What follows belongs to an exercise in optimizing a design on an open flow for small area and a short achievable clock period; a production flow would make more cautious choices.
The RTL was checked by simulation tests, not by an equivalence proof against the original design.
No activity file was given, so power comes from the tool's default toggle rates.

== xenon ==
==> flow/design.v <==
module lru_cache_4way #(
    parameter DEPTH       = 32,     
    parameter WAYS        = 4,      
    parameter TAG_BITS    = 31,
    parameter BLOCK_SIZE  = 8
)(
    input  logic clk,
    input  logic rst_n,
    input  logic wr_en,
    input  logic rd_en,
    input  logic [31:0] addr,               
    input  logic [BLOCK_SIZE-1:0] data_in,
    output logic [BLOCK_SIZE-1:0] data_out,
    output logic [BLOCK_SIZE-1:0] data_evicted,
    output logic                  data_evict_en
);
    localparam NUM_SETS   = DEPTH / WAYS;    
    localparam INDEX_BITS = $clog2(NUM_SETS);
    localparam WAY_BITS   = $clog2(WAYS);
    localparam STAG_BITS  = 32 - INDEX_BITS;   
    function automatic logic gt2(input logic [1:0] a, input logic [1:0] b);
        gt2 = (a[1] & ~b[1]) | ((a[1] | ~b[1]) & a[0] & ~b[0]);
    endfunction
    function automatic logic [1:0] inc2(input logic [1:0] a);
        inc2 = {a[1] ^ a[0], ~a[0]};
    endfunction
    logic [STAG_BITS-1:0]  line_tag   [NUM_SETS-1:0][WAYS-1:0];
    logic [BLOCK_SIZE-1:0] line_value [NUM_SETS-1:0][WAYS-1:0];
    logic                  line_valid [NUM_SETS-1:0][WAYS-1:0];
    logic [WAY_BITS-1:0]   line_lru   [NUM_SETS-1:0][WAYS-1:0];   
    logic                  pend;        
    logic                  pend_miss;   
    logic                  pend_acc;    
    logic [INDEX_BITS-1:0] pend_set;
    logic [WAYS-1:0]       pend_way;    
    logic [STAG_BITS-1:0]  pend_tag;    
    logic [BLOCK_SIZE-1:0] pend_value;
    logic [INDEX_BITS-1:0] idx;
    logic [STAG_BITS-1:0]  atag;
    assign idx  = addr[INDEX_BITS-1:0];
    assign atag = addr[31:INDEX_BITS];
    logic [NUM_SETS-1:0] sdec;
    always_comb
        for (int s = 0; s < NUM_SETS; s++)
            sdec[s] = (idx == s[INDEX_BITS-1:0]);
    logic [STAG_BITS-1:0]  set_tag   [WAYS-1:0];
    logic [BLOCK_SIZE-1:0] set_value [WAYS-1:0];
    logic                  set_valid [WAYS-1:0];
    logic [WAY_BITS-1:0]   set_lru   [WAYS-1:0];
    localparam LINE_BITS = WAY_BITS + 1 + BLOCK_SIZE + STAG_BITS;
    for (genvar w = 0; w < WAYS; w++) begin : g_read
        logic [NUM_SETS*LINE_BITS-1:0] lines;
        logic [LINE_BITS-1:0]          rd;
        for (genvar s = 0; s < NUM_SETS; s++) begin : g_set
            assign lines[s*LINE_BITS +: LINE_BITS] =
                {line_lru[s][w], line_valid[s][w], line_value[s][w], line_tag[s][w]};
        end
        logic [NUM_SETS-1:0] wdec;    
        lru_cache_dec #(.N(INDEX_BITS)) u_dec (.a(idx), .y(wdec));
        lru_cache_onehot_mux #(.N(NUM_SETS), .W(LINE_BITS)) u_mux (
            .sel(wdec), .d(lines), .y(rd));
        assign {set_lru[w], set_valid[w], set_value[w], set_tag[w]} = rd;
    end
    logic            pend_hit_set;
    logic [WAYS-1:0] byp;
    assign pend_hit_set = pend & (pend_set == idx);
    assign byp = {WAYS{pend_hit_set}} & pend_way;
    logic                lk_valid [WAYS-1:0];
    logic [WAY_BITS-1:0] lk_lru   [WAYS-1:0];
    logic                lru_byp;
    assign lru_byp = pend_acc & (pend_set == idx);
    always_comb
        for (int w = 0; w < WAYS; w++) begin
            lk_valid[w] = set_valid[w] | (byp[w] & pend_miss);
            if (lru_byp)
                lk_lru[w] = pend_way[w] ? WAY_BITS'(w) : inc2(set_lru[w] ^ WAY_BITS'(w)) ^ WAY_BITS'(w);
            else
                lk_lru[w] = set_lru[w];
        end
    logic            pend_eq;
    logic [WAYS-1:0] line_eq, hv;
    logic hit;
    assign pend_eq = (pend_tag == atag);
    always_comb
        for (int w = 0; w < WAYS; w++) begin
            line_eq[w] = (set_tag[w] == atag);
            hv[w] = lk_valid[w] && (byp[w] ? pend_eq : line_eq[w]);
        end
    assign hit = |hv;
    logic [BLOCK_SIZE-1:0] eff_value [WAYS-1:0];
    always_comb
        for (int w = 0; w < WAYS; w++)
            eff_value[w] = byp[w] ? pend_value : set_value[w];
    logic [WAY_BITS-1:0] L [WAYS-1:0];
    always_comb
        for (int w = 0; w < WAYS; w++)
            L[w] = lk_lru[w] ^ WAY_BITS'(w);
    logic [WAYS-1:0] lv;
    always_comb
        for (int w = 0; w < WAYS; w++) begin
            lv[w] = 1'b1;
            for (int j = 0; j < WAYS; j++) begin
                if (j < w && !gt2(L[w], L[j])) lv[w] = 1'b0;
                if (j > w &&  gt2(L[j], L[w])) lv[w] = 1'b0;
            end
        end
    logic [WAYS-1:0] sel;
    assign sel = hit ? hv : lv;
    logic [BLOCK_SIZE-1:0] hit_value, lru_value;
    logic                  lru_valid;
    always_comb begin
        hit_value = '0;
        lru_value = '0;
        lru_valid = 1'b0;
        for (int w = 0; w < WAYS; w++) begin
            hit_value = hit_value | ({BLOCK_SIZE{hv[w]}} & eff_value[w]);
            lru_value = lru_value | ({BLOCK_SIZE{lv[w]}} & eff_value[w]);
            lru_valid = lru_valid | (lv[w] & lk_valid[w]);
        end
    end
    logic acc, evict;
    assign acc   = wr_en | (rd_en & hit);
    assign evict = wr_en & ~hit & lru_valid;
    always_ff @(posedge clk or negedge rst_n) begin
        if (!rst_n) begin
            data_out      <= '0;
            data_evicted  <= '0;
            data_evict_en <= 1'b0;
        end else begin
            data_out      <= (wr_en | rd_en) ? hit_value : '0;
            data_evicted  <= evict ? lru_value : '0;
            data_evict_en <= evict;
        end
    end
    always_ff @(posedge clk or negedge rst_n) begin
        if (!rst_n) begin
            for (int s = 0; s < NUM_SETS; s++)
                for (int w = 0; w < WAYS; w++) begin
                    line_valid[s][w] <= 1'b0;
                    line_lru[s][w]   <= '0;
                end
            pend      <= 1'b0;
            pend_miss <= 1'b0;
            pend_acc  <= 1'b0;
        end else begin
            for (int s = 0; s < NUM_SETS; s++)
                for (int w = 0; w < WAYS; w++)
                    if (pend_set == s[INDEX_BITS-1:0]) begin
                        if (pend_acc) begin
                            if (pend_way[w]) line_lru[s][w] <= WAY_BITS'(w);
                            else             line_lru[s][w] <= inc2(line_lru[s][w] ^ WAY_BITS'(w)) ^ WAY_BITS'(w);
                        end
                        if (pend_miss && pend_way[w]) line_valid[s][w] <= 1'b1;
                    end
            pend      <= wr_en;
            pend_miss <= wr_en & ~hit;
            pend_acc  <= acc;
        end
    end
    always_ff @(posedge clk) begin
        pend_set   <= idx;
        pend_way   <= sel;
        pend_tag   <= atag;
        pend_value <= data_in;
    end
    for (genvar s = 0; s < NUM_SETS; s++) begin : g_wset
        for (genvar w = 0; w < WAYS; w++) begin : g_wway
            logic wen;
            logic [BLOCK_SIZE+STAG_BITS-1:0] nxt;
            assign wen = pend && (pend_set == s[INDEX_BITS-1:0]) && pend_way[w];
            lru_cache_hold #(.W(BLOCK_SIZE+STAG_BITS)) u_hold (
                .q({line_value[s][w], line_tag[s][w]}), .d({pend_value, pend_tag}),
                .en(wen), .en_n(~wen), .y(nxt));
            always_ff @(posedge clk)
                {line_value[s][w], line_tag[s][w]} <= nxt;
        end
    end
endmodule
module lru_cache_onehot_mux #(
    parameter N = 8,
    parameter W = 40
)(
    input  logic [N-1:0]   sel,
    input  logic [N*W-1:0] d,
    output logic [W-1:0]   y
);
    always_comb begin
        y = '0;
        for (int i = 0; i < N; i++)
            y = y | ({W{sel[i]}} & d[i*W +: W]);
    end
endmodule
module lru_cache_hold #(
    parameter W = 37
)(
    input  logic [W-1:0] q,
    input  logic [W-1:0] d,
    input  logic         en,
    input  logic         en_n,
    output logic [W-1:0] y
);
    assign y = (q & {W{en_n}}) | (d & {W{en}});
endmodule
module lru_cache_dec #(
    parameter N = 3
)(
    input  logic [N-1:0]      a,
    output logic [(1<<N)-1:0] y
);
    always_comb
        for (int i = 0; i < (1 << N); i++)
            y[i] = (a == i[N-1:0]);
endmodule
Settings: LEC_CHECK=0, CAP_MARGIN=20, CORE_MARGIN=2, CORE_UTILIZATION=60, CTS_CLUSTER_DIAMETER=80, CTS_CLUSTER_SIZE=25, PLACE_DENSITY=0.85, SETUP_SLACK_MARGIN=3.0, SLEW_MARGIN=20, SYNTH_HIERARCHICAL=1, TNS_END_PERCENT=0; clock period 5.6 ns.
standard.sh (not shown) runs the stock make flow with config.mk's settings and CLKGATE_MAP_FILE= SYNTH_SCRIPT=/design/flow/synth_recipe.tcl, a recipe that flattens the netlist after the stock synthesis.
==> flow/flow/run.sh <==
#!/bin/bash
# Standard ORFS layout with two resizer settings changed: the port buffers are
# buf_4 cells, and timing repair may swap a cell for one of another footprint.
set -euo pipefail
cd "$(dirname "$0")/.."
bash standard.sh synth > synth.log 2>&1
bash standard.sh MATCH_CELL_FOOTPRINT=0 "BUFFER_PORTS_ARGS=-buffer_cell sky130_fd_sc_hd__buf_4" finish > layout.log 2>&1
xenon finished every stage and its layout cleared the timing, design-rule and antenna checks.
Input-level comparison between fjord and xenon:
Settings: a change of PLACE_DENSITY from 0.85 to 0.75.
==> comparison <==
Utilization xenon -> fjord: down
Row count of xenon is on par with fjord.
Timing endpoint of the critical path = data_evicted[5]: fjord; timing endpoint of the critical path = data_evicted[3]: xenon
The sequential power share was comparable across xenon and fjord.
Of xenon and fjord, the run reporting the higher critical path data required time was xenon.
Share of final-layout standard cells stronger than drive strength 1, xenon and fjord: larger value in fjord
Final-layout worst hold slack delta (fjord -> xenon): insignificant
Reported for xenon and fjord, well-tap cell count turned out identical to the last digit.
Modified inputs, tundra compared to fjord
Settings: swapping 60 for 65 in CORE_UTILIZATION.
Findings:
tundra finished end to end and its layout was clean on timing, DRC and antenna.
Relative to fjord, share of the cycle needed by the critical path after routing decreased by 0.40 points in tundra.
Delta (tundra minus fjord): total buffers and inverters traversed by the critical path went down by 3, placeable core region went down by 7.5%, portion of total power attributed to combinational logic went up by 0.3 points.
### tundra -> raven
Settings: CORE_UTILIZATION now 55, was 65; GPL_ROUTABILITY_DRIVEN now 0, previously not set.
As far as area fraction in and, or, nand and nor cells after synthesis goes, raven and tundra are indistinguishable; the numbers are identical. Fraction of power consumed by combinational cells is lower on raven. On final layout net count, raven and tundra are neck and neck. Compared with tundra, raven supports a lower clock frequency. Compared with tundra, raven is hungrier on power. Looking at capturing instance or port of the critical path, the data_evicted[3] result is from tundra; the pend_way[1] one comes from raven. met3 layer usage reported by global route is lower on raven. raven against tundra: wire length -about 1.7%, flip-flop and latch share of the layout cell area went down by 0.20 points, final cell area excluding filler cells moved up, via count has decreased.

[re-timing with driven ports]
In the flow no input, the clock included, has a driving cell. The finished layouts below were timed again as built, in two steps. Step 1 (the two cells are an assumption about what drives the block):
set clk [get_ports {clk}]
set_driving_cell -lib_cell sky130_fd_sc_hd__clkbuf_16 $clk
set_driving_cell -lib_cell sky130_fd_sc_hd__buf_2 [delete_from_list [all_inputs] $clk]
Step 2 also shifts input and output timing later by t, the mid clock arrival at the registers, as if the neighbouring blocks saw the same clock. Slacks: ideal ports / drivers / drivers and shift; pairs: ideal ports / drivers.
| run | t (ns) | slack for setup (ns) | worst setup path after step 2 | latest minus earliest clock arrival (ns) |
|---|---|---|---|---|
| xenon | 0.760 | 2.008 / 1.688 / 0.928 | input to register | 0.069 / 0.069 |
| fjord | 0.746 | 1.976 / 1.764 / 1.017 | input to register | 0.043 / 0.043 |
| tundra | 0.763 | 1.998 / 1.654 / 0.891 | input to register | 0.065 / 0.066 |
| raven | 0.728 | 1.899 / 1.610 / 0.882 | input to register | 0.048 / 0.048 |
After both steps setup and hold are still met in every run listed. The setup slack of tundra, which loses most, moves by -0.344 ns with the drivers and by -1.107 ns with both steps.
